Context: an optimization exercise on an open-source flow, tuned for small area. The choices shown serve that exercise and are no tape-out recipe.
In this exercise RTL edits were held to simulation tests only and were not proved equivalent to the original.
Power is estimated from default activity; no workload was simulated.

### flow/design.v
`timescale 1ns / 1ps
module SPI_4Slaves #(parameter mode=2'b11,bits_size=10)(
    input clk,reset_n,
    input [bits_size-1:0] master_data_in,
    input [bits_size-1:0] slave_data_in1,
    input [bits_size-1:0] slave_data_in2,
    input [bits_size-1:0] slave_data_in3,
    input [bits_size-1:0] slave_data_in4,
    output [bits_size-1:0] master_data_out,
    output [bits_size-1:0] slave_data_out1,
    output [bits_size-1:0] slave_data_out2,
    output [bits_size-1:0] slave_data_out3,
    output [bits_size-1:0] slave_data_out4,
    input tx_start,
    output master_tx_done,
    output master_rx_done,
    output slave_tx_done1,
    output slave_rx_done1,
    output slave_tx_done2,
    output slave_rx_done2,
    output slave_tx_done3,
    output slave_rx_done3,
    output slave_tx_done4,
    output slave_rx_done4
    );
    reg       busy;       
    reg [7:0] x;
    reg [1:0] sel;        
    reg       wrapped;    
    reg [9:0] Mn, S1n, S2n, S3n, S4n;
    wire start = ~busy & tx_start;
    wire first = busy & (x == 8'h60);
    wire samp  = (x[3:0] == 4'h9) & (x[7] | x[4]);
    wire last  = busy & (x == 8'h01);
    wire [3:0] b = ~x[7:4];
    reg [9:0] sdin;
    always @(*) begin
        case (sel)
            2'd0: sdin = slave_data_in1;
            2'd1: sdin = slave_data_in2;
            2'd2: sdin = slave_data_in3;
            default: sdin = slave_data_in4;
        endcase
    end
    wire mbit = master_data_in[b];
    wire sbit = sdin[b];
    always @(posedge clk)
        x <= (busy && !last) ? x + 8'd1 : 8'h60;
    always @(posedge clk, negedge reset_n) begin
        if (~reset_n) begin
            busy <= 0;
            sel <= 0;
            wrapped <= 0;
        end else begin
            if (start) busy <= 1;
            if (last) begin
                busy <= 0;
                sel <= sel + 1;
                if (sel == 2'd3) wrapped <= 1;
            end
        end
    end
    wire shift = first | samp;
    wire sin = first ? ~Mn[0] : mbit;
    always @(posedge clk) begin
        if (start | shift) Mn <= {Mn[8:0], ~(start ? mbit : sbit)};
        if (shift && sel == 2'd0) S1n <= {S1n[8:0], ~sin};
        if (shift && sel == 2'd1) S2n <= {S2n[8:0], ~sin};
        if (shift && sel == 2'd2) S3n <= {S3n[8:0], ~sin};
        if (shift && sel == 2'd3) S4n <= {S4n[8:0], ~sin};
    end
    wire done1 = wrapped | (sel != 2'd0);
    wire done2 = wrapped | sel[1];
    wire done3 = wrapped | (sel == 2'd3);
    wire done4 = wrapped;
    wire sbusy = busy & ~first;    
    wire m_ok  = ~busy & done1;
    wire s1_ok = done1 & ~(sbusy && sel == 2'd0);
    wire s2_ok = done2 & ~(sbusy && sel == 2'd1);
    wire s3_ok = done3 & ~(sbusy && sel == 2'd2);
    wire s4_ok = done4 & ~(sbusy && sel == 2'd3);
    assign master_tx_done = m_ok;
    assign master_rx_done = m_ok;
    assign slave_tx_done1 = s1_ok;
    assign slave_rx_done1 = s1_ok;
    assign slave_tx_done2 = s2_ok;
    assign slave_rx_done2 = s2_ok;
    assign slave_tx_done3 = s3_ok;
    assign slave_rx_done3 = s3_ok;
    assign slave_tx_done4 = s4_ok;
    assign slave_rx_done4 = s4_ok;
    assign master_data_out = ~(Mn  | {10{~m_ok}});
    assign slave_data_out1 = ~(S1n | {10{~s1_ok}});
    assign slave_data_out2 = ~(S2n | {10{~s2_ok}});
    assign slave_data_out3 = ~(S3n | {10{~s3_ok}});
    assign slave_data_out4 = ~(S4n | {10{~s4_ok}});
endmodule
### flow/flow/abc_area.script
strash
&get -n
&st
&syn2
&dch -f
&nf -R 1000 -a
&put
### flow/flow/run.sh
#!/bin/bash
# The standard layout (standard.sh), with three changes:
#  - synthesis maps the logic with an area-oriented ABC script (abc_area.script
#    here, in place of ORFS's abc_speed.script; the rest of the synthesis, and
#    so every register, is the standard one);
#  - the port buffers are the smallest buffer (buf_1);
#  - clock tree synthesis uses clkbuf_4 and adds no dummy loads.
# make's full output goes to standard.log here; each ORFS step also keeps its
# own log under orfs/logs/.
set -euo pipefail
rm -rf scripts_own
cp -r "$FLOW_HOME/scripts" scripts_own
cp flow/abc_area.script scripts_own/abc_speed.script
export SCRIPTS_DIR="$PWD/scripts_own"
export BUFFER_PORTS_ARGS="-buffer_cell sky130_fd_sc_hd__buf_1"
export CTS_ARGS="-sink_clustering_enable -repair_clock_nets -dont_use_dummy_load -buf_list sky130_fd_sc_hd__clkbuf_16 -sink_clustering_size 64 -sink_clustering_max_diameter 500 -sink_buffer_max_cap_derate 1.0"
bash standard.sh finish > standard.log 2>&1
### flow/constraint.sdc
create_clock -name core_clock -period 5.0 [get_ports {clk}]
set_input_delay 1.0000 -clock core_clock [delete_from_list [all_inputs] [get_ports {clk}]]
set_output_delay 1.0000 -clock core_clock [all_outputs]
set_load 0.01 [all_outputs]
### flow/config.mk
export PLATFORM = sky130hd
export DESIGN_NAME = SPI_4Slaves
export DESIGN_NICKNAME = SPI_4Slaves
export VERILOG_FILES = /design/flow/design.v
export SDC_FILE = /design/flow/constraint.sdc
export NUM_CORES = 4
export LEC_CHECK = 0
export CAP_MARGIN = 20
export CORE_MARGIN = 2
export CORE_UTILIZATION = 40
export PLACE_DENSITY = 0.6
export SLEW_MARGIN = 20
### flow/standard.sh
#!/bin/bash
# synth_recipe.tcl (not shown) runs the flow's synth.tcl, then flattens the netlist and writes it again
# the make line also repeats each setting of config.mk as NAME=value (left out here)
make -C /OpenROAD-flow-scripts/flow DESIGN_CONFIG=/design/flow/config.mk WORK_HOME=/design/flow/orfs CLKGATE_MAP_FILE= SYNTH_SCRIPT=/design/flow/synth_recipe.tcl "${@:-finish}"
==> flow_metrics.tcl, run 1 <==
set metrics [dict create \
    maxClockFrequency_mhz 288 \
    vias_per_cell 5.15 \
    pwr-share-comb_pct 13.3 \
    cts_post_setup_buffers_inserted 0 \
    antenna_found_initial 0 \
    cts_max_path_buffers 2 \
    io_buffer_count 112 \
    grt.overflow.total 0 \
    routed_wire_length_per_instance_um 14.1 \
    cp.arrival_ns 2.48 \
    synth_cell_type_count 31 \
    placement.setup.worst_slack_ns 1.70 \
    instances_no_fill 430 \
    type_of_destination_of_the_critical_path "output pin" \
    result_of_the_run "finished clean" \
    synth_top_area_share_pct 54.5 \
    seq_power_share_pct 51.5 \
    post_dp_cell_area_um2 3240 \
    io_pins 113 \
    root_buffer "sky130_fd_sc_hd__clkbuf_16" \
    tritoncts_clock_tree "done" \
    antenna_diode_instance_count 0 \
    final_max_slew_viol_count 0 \
    timing.rr.start "x[4]" \
    grt_pass1_vias 2005 \
    finalHoldViolations 0 \
    syn-cell-area_um2 2750 \
    timing.setup.tns_ns 0 \
    final_worst_setup_slack_ns 1.52 \
    first_pass_grt_wire_length_um 9620 \
    postSynthNetCount 294 \
    routed_wl_um 6040 \
    power.leakage_nw 1.23 \
    initial_utilization_pct 41.0 \
    r2r_end "S1n[2]" \
    ys_top_cells_by_area "sky130_fd_sc_hd__edfxtp_1, sky130_fd_sc_hd__nor2_1, sky130_fd_sc_hd__dfxtp_1" \
    cts-hold-fix-buffers 0 \
    largest_net_degree_at_the_start_of_global_routing 21 \
    synth-adder-area-share_pct 3.18 \
    synth.yosys.seq_area_share_pct 64.0 \
    synth.avg_cell_area_um2 11.8 \
    worst_hold_startpoint "S4n[0]" \
    finalSetupViolations 0 \
    worst_slew_pin_slew_ns 0.845 \
    layout.nets 412 \
    dpl.cell_count 421 \
    ys_warn_count 1 \
    worst_setup_hold_path_clk_slew_ns 0.05 \
    clock_network_latency_to_the_later_pin_of_the_worst_skew_pair_ns 0.32 \
    die_h_um 87.0 \
    power_density_nw_per_um2 405 \
    detailedRoute.firstPassIterationCount 4 \
    syn_to_final_growth_pct 25.7 \
    max_cap_viol_count 0 \
    hold_end "S4n[1]" \
    synth_simple_gate_area_share_pct 14.4 \
    worstRegToRegCells 6 \
    critical-path-max-stage-delay_ns 0.50 \
    power.ir.vdd_worst_uv 158 \
    drt.antenna.violating_nets 0 \
    hold-path-cell-count 0 \
    synth_seq_cells 62 \
    drc_errors 0 \
    synth_async_sr_flop_share_pct 6.45 \
    net_switching_power_of_the_design_mw 0.354 \
    postLayoutCellArea_um2 3460 \
    detailedRoute.firstIterationViolations 114 \
    setup_repair_after_global_routing_missed_its_margin "false" \
    timing.final.crit_period_ns 3.48 \
    min_delay_path_class "reg2reg" \
    numClockSinks 62 \
    critical_path.cell_chain "nor4_1, nand4_1, and2_0, nand2_1, o21ai_1, nor2_1, buf_1" \
    synth-xor-area-share_pct 1.91 \
    synth_compound_area_share_pct 10.0 \
    combinational_family_with_the_most_area_after_synthesis "simple AND/OR/NAND/NOR gates" \
    start_kind "flop" \
    timing.final.crit_share_pct 69.5 \
    critPathRequiredTime_ns 4.00 \
    sw_share_pct 25.3 \
    std_cell_rows 30 \
    most_used_flip_flop_cell_after_synthesis "sky130_fd_sc_hd__edfxtp_1" \
    layout-drive-gt1-share_pct 3.14 \
    fp.coreArea_um2 6720 \
    cp_top_family "simple AND/OR/NAND/NOR gates" \
    gp_congestion 0.769 \
    gr-usage-all-layers_pct 16.9 \
    via_count 2214 \
    die_x_um 87.0 \
    critPathSlowestCell "sky130_fd_sc_hd__dfxtp_1" \
    cts_made_buffers 9 \
    path_buf_inv 1 \
    cts-htree-levels 3 \
    die_area_um2 7560 \
    timing.max_slew.rel_slack_pct 43.6 \
    setup.worst_path.class "reg2out" \
    multiplexer_fraction_of_the_synthesized_cell_area_pct 3.50 \
    syn-instance-count 234 \
    reg2reg_slack_ns 2.38 \
    synth_edf_count 50 \
    clockPowerShare_pct 35.2 \
    skew_ns 0.0107 \
    cts_repair_resize_count 0 \
    dp_hpwl_um 4500 \
    critical_path_peak_fanout 17 \
    p_int_mw 1.05 \
    synth_area_leader_cell "sky130_fd_sc_hd__edfxtp_1" \
]
-- cell usage after synthesis, types with 4 or more instances --
cell type	n
sky130_fd_sc_hd__edfxtp_1	50
sky130_fd_sc_hd__a21oi_1	9
sky130_fd_sc_hd__dfrtp_1	4
sky130_fd_sc_hd__o21ai_0	8
sky130_fd_sc_hd__ha_1	7
sky130_fd_sc_hd__mux2i_1	4
sky130_fd_sc_hd__nand3_1	6
sky130_fd_sc_hd__nor2_1	65
sky130_fd_sc_hd__buf_4	5
sky130_fd_sc_hd__a211oi_1	4
sky130_fd_sc_hd__a222oi_1	10
sky130_fd_sc_hd__clkinv_1	12
sky130_fd_sc_hd__dfxtp_1	8
sky130_fd_sc_hd__nand2_1	13
-- cell usage in the layout (no fill, tap or decap), drive strengths merged, types with 6 or more instances in the layout --
cell | Yosys | final
buf | 5 | 112
nor2 | 65 | 65
edfxtp | 50 | 50
nand2 | 13 | 13
clkinv | 12 | 12
a222oi | 10 | 10
a21oi | 9 | 9
clkbuf | 0 | 9
dfxtp | 8 | 8
o21ai | 8 | 8
ha | 7 | 7
nand3 | 6 | 6
-- layout make-up --
class / instances / area, µm²
inverters: 12 / 45.0
multi-input cells: 155 / 910
clock buffers: 9 / 225
well taps: 80 / 100
repair buffers: 112 / 420
flip-flops and latches: 62 / 1760
fillers: 617 / 3260
-- through the flow --
stage / hold WS [ns] / total power [mW] / util [%]
after global placement: 0.433 / 0.907 / 48.2
after detailed placement: 0.433 / 0.918 / 48.2
after global routing: 0.452 / 1.47 / 51.5
after floorplan: 0.427 / 0.844 / -
final: 0.440 / 1.40 / 51.5
after CTS: 0.442 / 1.41 / 51.5
-- power by group through the flow --
stage / combinational, mW / sequential [mW] / clock, mW
6_report: 0.186 / 0.721 / 0.494
3_5_place_dp: 0.187 / 0.731 / 0
4_1_cts: 0.188 / 0.723 / 0.502
5_1_grt: 0.217 / 0.734 / 0.523
3_3_place_gp: 0.180 / 0.727 / 0
2_1_floorplan: 0.135 / 0.709 / 0
-- worst register-to-register path: cells and delay by family, from the launching register on --
family	cells	cell delay (ns)
and+or+nand+nor	4	1.46
DFF	1	0.50
AOI/OAI and AO/OA	1	0.21
buffers and inverters	1	0.07
-- worst max-delay path by stage --
stage | slack, ns | start | to | cells past startpoint
global placement | 1.74 | x[4] | slave_data_out2[0] | 7
CTS | 1.36 | x[4] | slave_data_out2[1] | 7
global route | 1.16 | x[4] | slave_data_out2[3] | 7
floorplan | 2.00 | x[4] | slave_tx_done2 | 7
finish | 1.52 | x[4] | slave_data_out2[1] | 7
detailed placement | 1.70 | x[4] | slave_data_out2[1] | 7
-- registers in the layout (all words and copies together) (netlist names) --
| name | cells |
|---|---|
| busy | 1 |
| x | 8 |
| S1n | 10 |
| Mn | 10 |
| wrapped | 1 |
| S4n | 10 |
| S2n | 10 |
| sel | 2 |
| S3n | 10 |
-- metal layers --
metal	GRT usage, %	vias up	share of wire, %	wire [µm]
met5	0	-	0	0
met2	26.3	95	49	2940
li1	-	1086	-	-
met1	21.9	1024	43	2620
met3	5.50	9	6.8	410
met4	6.82	0	1.1	68
-- logic make-up after synthesis --
group / after synthesis
adders and majority gates: 7
buffers and inverters: 17
and+or+nand+nor: 96
xor gates and xnor gates: 6
AOI/OAI and AO/OA: 39
DFF: 62
muxes: 7
==> run 2: changes to the inputs <==
--- a/flow/flow/run.sh
+++ b/flow/flow/run.sh
@@ -15,3 +15,3 @@
 export BUFFER_PORTS_ARGS="-buffer_cell sky130_fd_sc_hd__buf_1"
-export CTS_ARGS="-sink_clustering_enable -repair_clock_nets -dont_use_dummy_load -buf_list sky130_fd_sc_hd__clkbuf_16 -sink_clustering_size 64 -sink_clustering_max_diameter 500 -sink_buffer_max_cap_derate 1.0"
+export CTS_ARGS="-sink_clustering_enable -repair_clock_nets -dont_use_dummy_load -buf_list sky130_fd_sc_hd__clkbuf_4"
 bash standard.sh finish > standard.log 2>&1
==> flow_metrics.tcl, run 2 <==
set metrics [dict create \
    pwr-share-comb_pct 16.3 \
    sw_share_pct 28.0 \
    timing.final.crit_period_ns 3.55 \
    largest_net_degree_at_the_start_of_global_routing 21 \
    syn-instance-count 234 \
    grt_pass1_vias 2009 \
    drt.antenna.violating_nets 0 \
    routed_wire_length_per_instance_um 13.9 \
    met3WireLength_um 484 \
    detailedRoute.firstPassIterationCount 4 \
    synth_cell_type_count 31 \
    synth_seq_cells 62 \
    cts_repair_resize_count 0 \
    layout_common_cells "sky130_fd_sc_hd__buf_1, sky130_fd_sc_hd__nor2_1, sky130_fd_sc_hd__edfxtp_1" \
    synth_simple_gate_area_share_pct 14.4 \
    finalHoldViolations 0 \
    synth.top_cells.by_count "sky130_fd_sc_hd__nor2_1, sky130_fd_sc_hd__edfxtp_1, sky130_fd_sc_hd__nand2_1, sky130_fd_sc_hd__clkinv_1, sky130_fd_sc_hd__a222oi_1" \
    die_area_um2 7560 \
    syn_to_final_growth_pct 20.0 \
    power_density_nw_per_um2 342 \
    seq_power_share_pct 63.4 \
    die_h_um 87.0 \
    final_max_slew_viol_count 0 \
    root_buffer "sky130_fd_sc_hd__clkbuf_4" \
    critical_path_peak_fanout 17 \
    grt.overflow.total 0 \
    seqCellArea_um2 1760 \
    timing.rr.start "x[4]" \
    cts_made_buffers 9 \
    antenna_diode_instance_count 0 \
    finalSetupViolations 0 \
    clockPowerShare_pct 20.3 \
    layout.filler_cells 639 \
    gr-usage-all-layers_pct 16.7 \
    multiplexer_fraction_of_the_synthesized_cell_area_pct 3.50 \
    clock_network_latency_to_the_later_pin_of_the_worst_skew_pair_ns 0.40 \
    synth_compound_area_share_pct 10.0 \
    combined_area_of_the_multi_input_logic_cells_um2 910 \
    first_pass_grt_wire_length_um 9530 \
    r2r_end "S3n[1]" \
    antenna_found_initial 0 \
    synth_area_leader_cell "sky130_fd_sc_hd__edfxtp_1" \
    gp_congestion 0.769 \
    reg2reg_slack_ns 2.39 \
    dr_wl_met2_um 2790 \
    top_layer "met4" \
    start_kind "flop" \
    io_pins 113 \
    synth.yosys.seq_area_share_pct 64.0 \
    initial_utilization_pct 41.0 \
    dp_hpwl_um 4500 \
    numClockSinks 62 \
    fp.coreArea_um2 6720 \
    post-layout-total-power_mw 1.13 \
    via_count 2182 \
    cp.arrival_ns 2.55 \
    die_x_um 87.0 \
    timing.max_slew.rel_slack_pct 43.8 \
    net_switching_power_of_the_design_mw 0.317 \
    setup.worst_path.class "reg2out" \
    syn-cell-area_um2 2750 \
    drc_errors 0 \
    synth_async_sr_flop_share_pct 6.45 \
    detailedRoute.firstIterationViolations 97 \
    cts_post_setup_buffers_inserted 0 \
    synth_top_area_share_pct 54.5 \
    min_delay_path_class "in2async" \
    synth.avg_cell_area_um2 11.8 \
    std_cell_rows 30 \
    setup_repair_after_global_routing_missed_its_margin "false" \
    commonest_non_fill_non_tap_cell_in_the_layout "sky130_fd_sc_hd__buf_1" \
    power.leakage_nw 1.16 \
    p_int_mw 0.814 \
    critical_path.cell_chain "nor4_1, nand4_1, and2_0, nand2_1, o21ai_1, nor2_1, buf_1" \
    result_of_the_run "finished clean" \
    synth-xor-area-share_pct 1.91 \
    synth-adder-area-share_pct 3.18 \
    maxClockFrequency_mhz 282 \
    cts-htree-levels 3 \
    critical-path-max-stage-delay_ns 0.50 \
    synth_edf_count 50 \
    drt-met1-wl_um 2620 \
    synth_most_common_cell "sky130_fd_sc_hd__nor2_1" \
    worstRegToRegCells 6 \
    critPathSlowestCell "sky130_fd_sc_hd__dfxtp_1" \
    postSynthNetCount 294 \
    vias_per_cell 5.07 \
    tritoncts_clock_tree "done" \
    layout-drive-gt1-share_pct 3.14 \
    type_of_destination_of_the_critical_path "output pin" \
    most_used_flip_flop_cell_after_synthesis "sky130_fd_sc_hd__edfxtp_1" \
    ys_top_cells_by_area "sky130_fd_sc_hd__edfxtp_1, sky130_fd_sc_hd__nor2_1, sky130_fd_sc_hd__dfxtp_1" \
    critPathRequiredTime_ns 4.00 \
    cts_max_path_buffers 2 \
    worst_setup_hold_path_clk_slew_ns 0.08 \
    power.ir.vdd_worst_uv 123 \
    combinational_family_with_the_most_area_after_synthesis "simple AND/OR/NAND/NOR gates" \
    max_cap_viol_count 0 \
    cts-hold-fix-buffers 0 \
    routed_wl_um 5970 \
    timing.final.crit_share_pct 71.0 \
    ys_warn_count 1 \
    worst_slew_pin_slew_ns 0.841 \
    layout.nets 412 \
    skew_ns 0.0263 \
    timing.setup.tns_ns 0 \
    io_buffer_count 112 \
]
## run 2: cell count changes in the layout (fill, tap and decap cells not counted)
cell,previous run,this run
sky130_fd_sc_hd__clkbuf_16,9,0
sky130_fd_sc_hd__clkbuf_4,0,9
## run 2: power by group through the flow
stage	Clock (mW)	Sequential, mW	Combinational (mW)
floorplan	0	0.709	0.135
global placement	0	0.727	0.180
detailed placement	0	0.731	0.187
CTS	0.239	0.720	0.188
global route	0.257	0.731	0.217
finish	0.230	0.717	0.184
## run 2: through the flow
stage	hold WS [ns]	setup WS, ns	util (%)	instances	area [µm²]
2_1_floorplan	0.427	2.00	-	234	2750
3_3_place_gp	0.433	1.74	48.2	421	3240
3_5_place_dp	0.433	1.70	48.2	421	3240
4_1_cts	0.431	1.26	49.2	430	3300
5_1_grt	0.417	1.05	49.2	430	3300
6_report	0.435	1.45	49.2	430	3300
## run 2: final cells by class
| class | instances | area share (%) |
|---|---|---|
| sequential | 62 | 53.3 |
| multi-input combinational | 155 | 27.5 |
| timing repair buffer | 112 | 12.7 |
| tap | 80 | 3.03 |
| clock buffer | 9 | 2.04 |
| inverter | 12 | 1.36 |
## run 2: cells by family (layout without fill, tap and decap cells)
family                     count (synthesis)  count (layout)
DFF                                       62              62
adders and majority gates                  7               7
buffers and inverters                     17             133
AOI/OAI and AO/OA                         39              39
and+or+nand+nor                           96              96
xor gates and xnor gates                   6               6
muxes                                      7               7
## run 2: how the worst max path moves through the flow
stage | to | from
finish | slave_data_out2[1] | x[4]
global route | slave_data_out2[3] | x[4]
CTS | slave_data_out2[1] | x[4]
detailed placement | slave_data_out2[1] | x[4]
global placement | slave_data_out2[0] | x[4]
floorplan | slave_tx_done2 | x[4]
## run 2: critical path: cells and delay by family (launching register included)
kind / cells / cell delay, ns
buffers and inverters: 1 / 0.17
DFF: 1 / 0.50
and+or+nand+nor: 5 / 1.25
AOI/OAI and AO/OA: 1 / 0.24
## run 2: layer usage
layer | track usage, % | up-vias
li1 | - | 1092
met1 | 21.4 | 985
met2 | 26.0 | 99
met3 | 6.07 | 6
met4 | 6.25 | 0
met5 | 0 | -
==> run 3: changes to the inputs <==
--- a/flow/flow/run.sh
+++ b/flow/flow/run.sh
@@ -15,3 +15,3 @@
 export BUFFER_PORTS_ARGS="-buffer_cell sky130_fd_sc_hd__buf_1"
-export CTS_ARGS="-sink_clustering_enable -repair_clock_nets -dont_use_dummy_load -buf_list sky130_fd_sc_hd__clkbuf_4"
+export CTS_ARGS="-sink_clustering_enable -repair_clock_nets -dont_use_dummy_load -buf_list sky130_fd_sc_hd__clkbuf_8 -sink_clustering_size 30 -sink_clustering_max_diameter 500 -sink_clustering_levels 1"
 bash standard.sh finish > standard.log 2>&1
==> flow_metrics.tcl, run 3 <==
set metrics [dict create \
    commonest_non_fill_non_tap_cell_in_the_layout "sky130_fd_sc_hd__buf_1" \
    largest_net_degree_at_the_start_of_global_routing 21 \
    layout.nets 412 \
    finalHoldViolations 0 \
    cts_made_buffers 9 \
    synth.avg_cell_area_um2 11.8 \
    skew_ns 0.0183 \
    critPathRequiredTime_ns 4.00 \
    synth_top_area_share_pct 54.5 \
    cp.arrival_ns 2.48 \
    dr_wl_met2_um 2840 \
    post_dp_cell_area_um2 3240 \
    timing.max_slew.rel_slack_pct 43.6 \
    cp_top_family "simple AND/OR/NAND/NOR gates" \
    io_buffer_count 112 \
    syn_to_final_growth_pct 22.0 \
    std_cell_rows 30 \
    cts-htree-levels 3 \
    power.ir.vdd_worst_uv 120 \
    fp.coreArea_um2 6720 \
    synth.top_cells.by_count "sky130_fd_sc_hd__nor2_1, sky130_fd_sc_hd__edfxtp_1, sky130_fd_sc_hd__nand2_1, sky130_fd_sc_hd__clkinv_1, sky130_fd_sc_hd__a222oi_1" \
    timing.final.crit_share_pct 69.5 \
    result_of_the_run "finished clean" \
    met3WireLength_um 438 \
    synth_most_common_cell "sky130_fd_sc_hd__nor2_1" \
    path_buf_inv 1 \
    via_count 2196 \
    min_delay_path_class "reg2reg" \
    dp_hpwl_um 4500 \
    synth.yosys.seq_area_share_pct 64.0 \
    maxClockFrequency_mhz 288 \
    worst_hold_startpoint "S4n[0]" \
    final_worst_setup_slack_ns 1.52 \
    synth_seq_cells 62 \
    clockPowerShare_pct 25.8 \
    initial_utilization_pct 41.0 \
    power.leakage_nw 1.19 \
    tritoncts_clock_tree "done" \
    layout.filler_cells 627 \
    critical_path.cell_chain "nor4_1, nand4_1, and2_0, nand2_1, o21ai_1, nor2_1, buf_1" \
    drt.antenna.violating_nets 0 \
    layout_common_cells "sky130_fd_sc_hd__buf_1, sky130_fd_sc_hd__nor2_1, sky130_fd_sc_hd__edfxtp_1" \
    cts_repair_resize_count 0 \
    beginning_of_the_critical_path "x[4]" \
    synth_cell_type_count 31 \
    final_max_slew_viol_count 0 \
    gp_congestion 0.769 \
    critical-path-max-stage-delay_ns 0.50 \
    instances_no_fill 430 \
    worst_slew_pin_slew_ns 0.844 \
    detailedRoute.firstPassIterationCount 4 \
    postSynthNetCount 294 \
    final.hold.worst_slack_ns 0.436 \
    net_switching_power_of_the_design_mw 0.327 \
    numClockSinks 62 \
    type_of_destination_of_the_critical_path "output pin" \
    postLayoutCellArea_um2 3360 \
    critical_path_peak_fanout 17 \
    clock_network_latency_to_the_later_pin_of_the_worst_skew_pair_ns 0.33 \
    power_density_nw_per_um2 363 \
    synth_edf_count 50 \
    gr-usage-all-layers_pct 16.7 \
    worst_setup_hold_path_clk_slew_ns 0.07 \
    io_pins 113 \
    setup_repair_after_global_routing_missed_its_margin "false" \
    root_buffer "sky130_fd_sc_hd__clkbuf_8" \
    utilization_pct 50.0 \
    syn-cell-area_um2 2750 \
    detailedRoute.firstIterationViolations 98 \
    antenna_found_initial 0 \
    drt-met1-wl_um 2570 \
    timing.rr.start "x[4]" \
    timing.setup.tns_ns 0 \
    pwr-share-comb_pct 15.2 \
    drc_errors 0 \
    sw_share_pct 26.8 \
    synth_area_leader_cell "sky130_fd_sc_hd__edfxtp_1" \
    top_layer "met4" \
    finalSetupViolations 0 \
    placement.setup.worst_slack_ns 1.70 \
    first_pass_grt_wire_length_um 9520 \
    start_kind "flop" \
    synth_async_sr_flop_share_pct 6.45 \
    critPathSlowestCell "sky130_fd_sc_hd__dfxtp_1" \
    cts_max_path_buffers 2 \
    ys_warn_count 1 \
    cts_post_setup_buffers_inserted 0 \
    max_cap_viol_count 0 \
    setup.worst_path.class "reg2out" \
    vias_per_cell 5.11 \
    ys_top_cells_by_area "sky130_fd_sc_hd__edfxtp_1, sky130_fd_sc_hd__nor2_1, sky130_fd_sc_hd__dfxtp_1" \
    die_area_um2 7560 \
    grt_pass1_vias 2000 \
    grt.overflow.total 0 \
    syn-instance-count 234 \
    most_used_flip_flop_cell_after_synthesis "sky130_fd_sc_hd__edfxtp_1" \
    die_x_um 87.0 \
    layout-drive-gt1-share_pct 3.14 \
    antenna_diode_instance_count 0 \
    die_h_um 87.0 \
    routed_wire_length_per_instance_um 13.8 \
    p_int_mw 0.892 \
    cts-hold-fix-buffers 0 \
    timing.final.crit_period_ns 3.48 \
    post-layout-total-power_mw 1.22 \
    dpl.cell_count 421 \
    seq_power_share_pct 59.0 \
    routed_wl_um 5950 \
]
==> run 3: cell counts after synthesis <==
No cell type changed its count.
==> run 3: logic make-up after synthesis <==
group,synth area share [%]
AND/OR/NAND/NOR,14.4
flip-flops,64.0
AO/OA/AOI/OAI,10.0
buffers and inverters,3.00
multiplexers,3.50
adder cells (fa/ha/maj),3.18
XOR/XNOR,1.91
==> run 3: area by class of cell <==
class,count,area [µm²],area share (%)
tap,80,100,2.98
sequential,62,1760,52.4
clock buffer,9,124,3.69
multi-input combinational,155,910,27.1
timing repair buffer,112,420,12.5
inverter,12,45.0,1.34
==> run 3: path summary, 6_finish.rpt <==
path | end | slack (ns) | cells past startpoint
worst max-delay path | slave_data_out2[1] | 1.52 | 7
max in group asynchronous | sel[0] | 4.26 | 1
worst max register to register | S3n[1] | 2.38 | 6
worst min-delay path | S4n[1] | 0.44 | 0
min in group asynchronous | busy | 0.52 | 1
worst min register to register | S4n[1] | 0.44 | 0
==> run 3: power groups by stage <==
stage	registers, mW	clock network, mW	logic (mW)
final	0.719	0.315	0.185
after global routing	0.732	0.343	0.217
after CTS	0.721	0.325	0.188
after detailed placement	0.731	0	0.187
after global placement	0.727	0	0.180
after floorplan	0.709	0	0.135
==> run 3: worst reg2reg max path, stage by stage, from the launching register on <==
cell	delay (ns)
sky130_fd_sc_hd__dfxtp_1	0.50
sky130_fd_sc_hd__nor4_1	0.50
sky130_fd_sc_hd__nand4_1	0.18
sky130_fd_sc_hd__clkinv_1	0.07
sky130_fd_sc_hd__nand2_1	0.09
sky130_fd_sc_hd__o31a_1	0.21
sky130_fd_sc_hd__nor2b_1	0.69
==> run 3: per-layer routing <==
layer  GRT usage (%)  vias to the layer above
li1                -                     1085
met2            26.2                       96
met3            4.93                       10
met5               0                        -
met1            21.5                     1005
met4            7.24                        0

what the ideal ports hide:
The flow's constraints put no driver on any port. The routed layouts listed below were extracted and timed again, unchanged, in two steps. Step 1, drivers: a clkbuf_16 drives clk and a buf_2 each remaining input, both assumed. Step 2 adds t to the input delays and takes it off the output delays; t is the mean of the earliest and latest rising clock arrival at the registers after step 1. Input paths then give back, and output paths get back, about the clock's delay inside the block. Three values: ideal, step 1, step 2; two values: the first two.
run	shift t [ns]	setup WS [ns]	latest minus earliest clock arrival (ns)	worst data-port slew with drivers (ns)
run 1	0.352	1.524 / 1.489 / 1.841	0.012 / 0.012	0.04
run 2	0.415	1.450 / 1.422 / 1.837	0.030 / 0.030	0.05
run 3	0.351	1.525 / 1.494 / 1.845	0.022 / 0.022	0.05
After both steps every run listed still meets setup and hold.
